This design comes from an exercise in tuning for small area on the open sky130 flow, not from production work.
No functional check of the RTL was part of this run.

**flow/design.v**
```verilog
`timescale 1ps / 1ps
module sqrt
#(
    parameter integer D_W = 32
)
(
    input  wire                clk,
    input  wire                rst,
    input  wire                enable,
    input  wire                in_valid,
    input  wire [D_W-1:0]      qin,
    output wire                out_valid,
    output wire [(D_W>>1)-1:0] qout
);
reg [4:0] v;
always @(posedge clk) begin
    if (rst) v <= 5'd0;
    else if (enable) v <= {v[3:0], in_valid};
end
assign out_valid = v[4];
wire [2:0] t0 = {1'b0, qin[31:30]} - 3'd1;
wire [0:0] q1 = ~t0[2];
wire [2:0] r1 = t0[2:0];
wire [4:0] a1 = {r1, qin[29:28]};
wire p1 = ~r1[2];
wire [4:0] t1 = a1 + {{2{p1}}, q1 ^ {1{p1}}, 2'b11};
wire [1:0] q2 = {q1, ~t1[4]};
wire [3:0] r2 = t1[3:0];
wire [5:0] a2 = {r2, qin[27:26]};
wire p2 = ~r2[3];
wire [5:0] t2 = a2 + {{2{p2}}, q2 ^ {2{p2}}, 2'b11};
wire [2:0] q3 = {q2, ~t2[5]};
wire [4:0] r3 = t2[4:0];
wire [6:0] a3 = {r3, qin[25:24]};
wire p3 = ~r3[4];
wire [6:0] t3 = a3 + {{2{p3}}, q3 ^ {3{p3}}, 2'b11};
wire [3:0] q4 = {q3, ~t3[6]};
wire [5:0] r4 = t3[5:0];
reg [3:0] q_s0;
reg [5:0] r_s0;
reg [23:0] x_s0;
always @(posedge clk) begin
    if (enable) begin
        q_s0 <= q4;
        r_s0 <= r4;
        x_s0 <= qin[23:0];
    end
end
wire [7:0] a4 = {r_s0, x_s0[23:22]};
wire p4 = ~r_s0[5];
wire [7:0] t4 = a4 + {{2{p4}}, q_s0 ^ {4{p4}}, 2'b11};
wire [4:0] q5 = {q_s0, ~t4[7]};
wire [6:0] r5 = t4[6:0];
wire [8:0] a5 = {r5, x_s0[21:20]};
wire p5 = ~r5[6];
wire [8:0] t5 = a5 + {{2{p5}}, q5 ^ {5{p5}}, 2'b11};
wire [5:0] q6 = {q5, ~t5[8]};
wire [7:0] r6 = t5[7:0];
wire [9:0] a6 = {r6, x_s0[19:18]};
wire p6 = ~r6[7];
wire [9:0] t6 = a6 + {{2{p6}}, q6 ^ {6{p6}}, 2'b11};
wire [6:0] q7 = {q6, ~t6[9]};
wire [8:0] r7 = t6[8:0];
reg [6:0] q_s1;
reg [8:0] r_s1;
reg [17:0] x_s1;
always @(posedge clk) begin
    if (enable) begin
        q_s1 <= q7;
        r_s1 <= r7;
        x_s1 <= x_s0[17:0];
    end
end
wire [10:0] a7 = {r_s1, x_s1[17:16]};
wire p7 = ~r_s1[8];
wire [10:0] t7 = a7 + {{2{p7}}, q_s1 ^ {7{p7}}, 2'b11};
wire [7:0] q8 = {q_s1, ~t7[10]};
wire [9:0] r8 = t7[9:0];
wire [11:0] a8 = {r8, x_s1[15:14]};
wire p8 = ~r8[9];
wire [11:0] t8 = a8 + {{2{p8}}, q8 ^ {8{p8}}, 2'b11};
wire [8:0] q9 = {q8, ~t8[11]};
wire [10:0] r9 = t8[10:0];
wire [12:0] a9 = {r9, x_s1[13:12]};
wire p9 = ~r9[10];
wire [12:0] t9 = a9 + {{2{p9}}, q9 ^ {9{p9}}, 2'b11};
wire [9:0] q10 = {q9, ~t9[12]};
wire [11:0] r10 = t9[11:0];
reg [9:0] q_s2;
reg [11:0] r_s2;
reg [11:0] x_s2;
always @(posedge clk) begin
    if (enable) begin
        q_s2 <= q10;
        r_s2 <= r10;
        x_s2 <= x_s1[11:0];
    end
end
wire [13:0] a10 = {r_s2, x_s2[11:10]};
wire p10 = ~r_s2[11];
wire [13:0] t10 = a10 + {{2{p10}}, q_s2 ^ {10{p10}}, 2'b11};
wire [10:0] q11 = {q_s2, ~t10[13]};
wire [12:0] r11 = t10[12:0];
wire [14:0] a11 = {r11, x_s2[9:8]};
wire p11 = ~r11[12];
wire [14:0] t11 = a11 + {{2{p11}}, q11 ^ {11{p11}}, 2'b11};
wire [11:0] q12 = {q11, ~t11[14]};
wire [13:0] r12 = t11[13:0];
reg [11:0] q_s3;
reg [13:0] r_s3;
reg [7:0] x_s3;
always @(posedge clk) begin
    if (enable) begin
        q_s3 <= q12;
        r_s3 <= r12;
        x_s3 <= x_s2[7:0];
    end
end
wire [15:0] a12 = {r_s3, x_s3[7:6]};
wire p12 = ~r_s3[13];
wire [15:0] t12 = a12 + {{2{p12}}, q_s3 ^ {12{p12}}, 2'b11};
wire [12:0] q13 = {q_s3, ~t12[15]};
wire [14:0] r13 = t12[14:0];
wire [16:0] a13 = {r13, x_s3[5:4]};
wire p13 = ~r13[14];
wire [16:0] t13 = a13 + {{2{p13}}, q13 ^ {13{p13}}, 2'b11};
wire [13:0] q14 = {q13, ~t13[16]};
wire [15:0] r14 = t13[15:0];
reg [13:0] q_s4;
reg [15:0] r_s4;
reg [3:0] x_s4;
always @(posedge clk) begin
    if (enable) begin
        q_s4 <= q14;
        r_s4 <= r14;
        x_s4 <= x_s3[3:0];
    end
end
wire [17:0] a14 = {r_s4, x_s4[3:2]};
wire p14 = ~r_s4[15];
wire [17:0] t14 = a14 + {{2{p14}}, q_s4 ^ {14{p14}}, 2'b11};
wire [14:0] q15 = {q_s4, ~t14[17]};
wire [16:0] r15 = t14[16:0];
wire [18:0] a15 = {r15, x_s4[1:0]};
wire p15 = ~r15[16];
wire [18:0] t15 = a15 + {{2{p15}}, q15 ^ {15{p15}}, 2'b11};
wire [15:0] q16 = {q15, ~t15[18]};
assign qout = q16;
endmodule
```
**flow/run.sh**
```bash
#!/bin/bash
# synth_recipe.tcl (not shown) runs the flow's synth.tcl, then flattens the netlist and writes it again
# the make line also repeats each setting of config.mk as NAME=value (left out here)
make -C /OpenROAD-flow-scripts/flow DESIGN_CONFIG=/design/flow/config.mk WORK_HOME=/design/flow/orfs CLKGATE_MAP_FILE= SYNTH_SCRIPT=/design/flow/synth_recipe.tcl finish
```
**flow/config.mk**
```make
export PLATFORM = sky130hd
export DESIGN_NAME = sqrt
export DESIGN_NICKNAME = sqrt
export VERILOG_FILES = /design/flow/design.v
export SDC_FILE = /design/flow/constraint.sdc
export NUM_CORES = 4
export LEC_CHECK = 0
export CAP_MARGIN = 20
export CORE_MARGIN = 2
export CORE_UTILIZATION = 40
export SLEW_MARGIN = 20
```
**flow/constraint.sdc**
```tcl
create_clock -name core_clock -period 5.0 [get_ports {clk}]
set_input_delay 1.0000 -clock core_clock [delete_from_list [all_inputs] [get_ports {clk}]]
set_output_delay 1.0000 -clock core_clock [all_outputs]
set_load 0.01 [all_outputs]
```
==> impl_table.tex <==
\begin{tabular}{lr}
\hline
Metric & Value \\
\hline
\multicolumn{2}{l}{\textbf{STA}} \\
Setup\_tns & -1140 ps \\
Worst-case setup margin in the final layout & -259 ps \\
Hold Fails Final Rpt & 0 \\
Upper clock frequency limit & 190 MHz \\
Ratio of final minimum period to clock period & 1.05 \\
Slew of the pin with the lowest slew margin & 834 ps \\
Final clock skew & 12.5 ps \\
Min cycle time layout & 5260 ps \\
Final Max Slew Viols & 0 \\
Tightest slew margin relative to the limit & 0.444 \\
Number of setup violations in the final report & 8 \\
Unrepaired setup endpoints after global routing & yes \\
\multicolumn{2}{l}{\textbf{Floorplan}} \\
Number of top-level design ports & 53 \\
Initial Utilization & 0.404 \\
Overall die width & 179 um \\
Placeable core region & 30400 um\^{}2 \\
Site row count & 64 \\
Die Footprint & 32200 um\^{}2 \\
Overall die height & 179 um \\
\multicolumn{2}{l}{\textbf{Placed design}} \\
Last weighted congestion value of the routability-driven placer & 0.839 \\
Cells after DPL & 1701 \\
Detailed Place HPWL & 18900 um \\
Input/output buffers & 52 \\
\multicolumn{2}{l}{\textbf{Logic synthesis}} \\
Share of synthesized area occupied by flip-flops and latches & 0.423 \\
Cells taking the most area after synthesis & sky130\_fd\_sc\_hd\_\_edfxtp\_1, sky130\_fd\_sc\_hd\_\_ha\_1, sky130\_fd\_sc\_hd\_\_xnor2\_1 \\
Share of synthesized registers carrying an async set or reset & 0 \\
Syn Inst Count & 1130 \\
Main flop type after synthesis & sky130\_fd\_sc\_hd\_\_edfxtp\_1 \\
Number of enable-type register cells in the synthesized netlist & 170 \\
Post-Syn Area & 12300 um\^{}2 \\
Synth Warn \# & 1 \\
Count leader, synth & sky130\_fd\_sc\_hd\_\_xnor2\_1 \\
Number of distinct library cells after synthesis & 67 \\
Cell type with the highest aggregate area in the netlist & sky130\_fd\_sc\_hd\_\_edfxtp\_1 \\
Synthesized net count & 1314 \\
Post-synth top cells & sky130\_fd\_sc\_hd\_\_xnor2\_1, sky130\_fd\_sc\_hd\_\_edfxtp\_1, sky130\_fd\_sc\_hd\_\_ha\_1, sky130\_fd\_sc\_hd\_\_inv\_1, sky130\_fd\_sc\_hd\_\_nor2\_1 \\
\#FFs+latches synth & 175 \\
Area fraction of the dominant cell type after synthesis & 0.415 \\
Per-instance average area after synthesis & 10.9 um\^{}2 \\
\multicolumn{2}{l}{\textbf{Job}} \\
Max Cap Viol & 0 \\
\multicolumn{2}{l}{\textbf{Worst hold path}} \\
Path category of the worst min-delay check & reg2reg \\
Startpoint of the lowest-slack hold path & x\_s1[7] \\
Worst hold path endpoint & x\_s2[7] \\
Worst Hold Depth & 0 \\
\multicolumn{2}{l}{\textbf{Clock network}} \\
CTS tree & done \\
Total of hold buffers inserted after clock tree synthesis & 0 \\
Clock buffers created by TritonCTS & 17 \\
Buffer type at the clock tree root & sky130\_fd\_sc\_hd\_\_clkbuf\_16 \\
CTS sink cnt & 175 \\
Clock latency on the worst-skew pair & 440 ps \\
Reg clk slew, reported paths & 80 ps \\
Clock Tree Buf Depth & 2 \\
H-Tree Depth & 4 \\
\multicolumn{2}{l}{\textbf{Routing}} \\
Average wire per cell in the routed design & 14.1 um \\
Starting DRT DRC Count & 368 \\
Detailed-routing iteration count for the pre-antenna-repair pass & 4 \\
DRC violations left & 0 \\
Antenna Violating Nets Remaining & 0 \\
Detailed-route wire length & 25100 um \\
Per-cell via count in the routed design & 4.96 \\
Number of vias in the routed layout & 8849 \\
\multicolumn{2}{l}{\textbf{Final layout}} \\
Post-Layout Cell Count & 1784 \\
Fraction of final layout cells sized beyond drive strength 1 & 0.230 \\
Area added between synthesis and finish & 30.1\% \\
Number of inserted diodes & 0 \\
Net count of the finished layout & 1559 \\
Number of filler instances in the final layout & 2654 \\
\multicolumn{2}{l}{\textbf{Worst setup path}} \\
Kind of start point of the critical path & flop \\
Worst reg2reg path depth & 28 \\
WP data required & 5180 ps \\
Max stage delay on crit path & 560 ps \\
Top delay family on crit path & compound AO/OA/AOI/OAI gates \\
Most used cell, CP & sky130\_fd\_sc\_hd\_\_buf\_4 \\
CP endpoint kind & flop \\
Crit path kind & reg2reg \\
R2R setup slack & -260 ps \\
Reg2Reg Capture Point & r\_s2[11] \\
Cell type of the slowest stage on the worst timing path & sky130\_fd\_sc\_hd\_\_edfxtp\_1 \\
Number of buffer and inverter instances along the worst setup path & 8 \\
Maximum fanout encountered on the critical timing path & 7 \\
Origin of the critical flop-to-flop path & r\_s1[8] \\
Signal arrival time at the worst endpoint & 5440 ps \\
\multicolumn{2}{l}{\textbf{Global route}} \\
M1 GR Usage & 0.187 \\
Met2 routing resource usage after global routing & 0.289 \\
Global-route wire length before repair & 40400 um \\
Antenna violations before repair & 0 \\
GRT overflow & 0 \\
Via count of the first global-routing pass & 8819 \\
Most used routing layer & met2 \\
Gr usage total & 0.158 \\
Global routing usage on met3 & 0.0257 \\
Maximum number of pins on one net before global-route repair & 91 \\
\multicolumn{2}{l}{\textbf{Run status}} \\
Blocking Checks & setup timing \\
Result of the run & complete, but fails checks \\
\hline
\end{tabular}
==> final cells by class <==
cell class,count,area (um^2),share of cell area
inverters,81,304,0.0190
repair buffers,244,2060,0.129
flip-flops and latches,175,5200,0.325
clock buffers,17,425,0.0266
well taps,396,495,0.0310
clock inverters,15,216,0.0135
multi-input cells,856,7290,0.456
==> cells by family after synthesis <==
group,after synthesis,share of synthesized area
compound gates,264,0.141
fa+ha+maj,148,0.151
buf+inv,99,0.0327
simple gates,212,0.0843
mux,6,0.00489
xor+xnor,226,0.163
flops,175,0.423
==> flip-flops by register name, summed over array words and instances, names as in the netlist, 10 cells and up <==
register / count
r_s4: 16
r_s2: 12
q_s3: 12
q_s4: 14
x_s2: 12
x_s0: 24
q_s2: 10
x_s1: 18
r_s3: 14
==> through the flow <==
| step | area, um^2 | hold slack, ps | util | setup WS, ps |
|---|---|---|---|---|
| 2_1_floorplan | 12400 | 400 | - | -157 |
| 3_3_place_gp | 14400 | 403 | 0.472 | -449 |
| 3_5_place_dp | 14400 | 405 | 0.472 | -518 |
| 4_1_cts | 15400 | 419 | 0.506 | -338 |
| 5_1_grt | 16000 | 429 | 0.526 | -646 |
| 6_report | 16000 | 414 | 0.526 | -259 |
==> layer usage <==
layer	up-vias	routed length, um
met5	-	0
met4	0	469
met3	29	466
met2	86	13100
met1	4161	11100
li1	4573	-
==> cells in the final DEF (no fill, tap or decap), types with 16 or more instances in the layout <==
cell type,count
sky130_fd_sc_hd__clkbuf_16,17
sky130_fd_sc_hd__xnor2_1,183
sky130_fd_sc_hd__edfxtp_1,170
sky130_fd_sc_hd__nor2b_1,16
sky130_fd_sc_hd__ha_1,138
sky130_fd_sc_hd__nand2b_1,17
sky130_fd_sc_hd__inv_1,81
sky130_fd_sc_hd__clkdlybuf4s50_1,49
sky130_fd_sc_hd__nor2_1,73
sky130_fd_sc_hd__nand2_1,24
sky130_fd_sc_hd__buf_4,174
sky130_fd_sc_hd__a21o_1,26
sky130_fd_sc_hd__o21ai_0,29
sky130_fd_sc_hd__a21oi_1,60
sky130_fd_sc_hd__nand3_1,17
sky130_fd_sc_hd__o21a_1,41
sky130_fd_sc_hd__xor2_1,22
sky130_fd_sc_hd__nor3_1,24
==> how the worst max path moves through the flow <==
| stage | from | end | slack (ps) | depth (start not counted) |
|---|---|---|---|---|
| 2_1_floorplan | r_s1[8] | r_s2[9] | -160 | 27 |
| 3_3_place_gp | r_s1[8] | r_s2[11] | -450 | 25 |
| 3_5_place_dp | r_s1[8] | r_s2[11] | -520 | 25 |
| 4_1_cts | r_s4[15] | qout[0] | -340 | 20 |
| 5_1_grt | r_s1[8] | r_s2[11] | -650 | 26 |
| 6_report | r_s1[8] | r_s2[11] | -260 | 28 |
==> repair_timing <==
item | 4_1_cts | 5_1_grt
pin swaps | 56 | 75
hold endpoints to repair | 0 | 0
buffers inserted | 31 | 22
resized for setup | 49 | 79
endpoints found under the setup margin | 13 | 16

## port drivers added, routing unchanged
The flow's constraints put no driver on any port. The routed layout listed below was extracted and timed again, unchanged, in two steps.
Step 1 assumes that a clkbuf_16 drives the clock port and a buf_2 every other input.
Step 2, shift: input delay + t, output delay - t, t = (earliest + latest rising clock arrival at the registers) / 2. This alone moves slack from input paths to output paths.
Three values: ideal ports, drivers, drivers and shift; two values: the first two.
t (ns): 0.478
setup slack, ns: -0.259 / -0.259 / -0.259
latest minus earliest clock arrival (ns): 0.014 / 0.013
For this run, drivers alone change the setup slack by 0.000 ns; drivers and shift together by 0.000 ns.
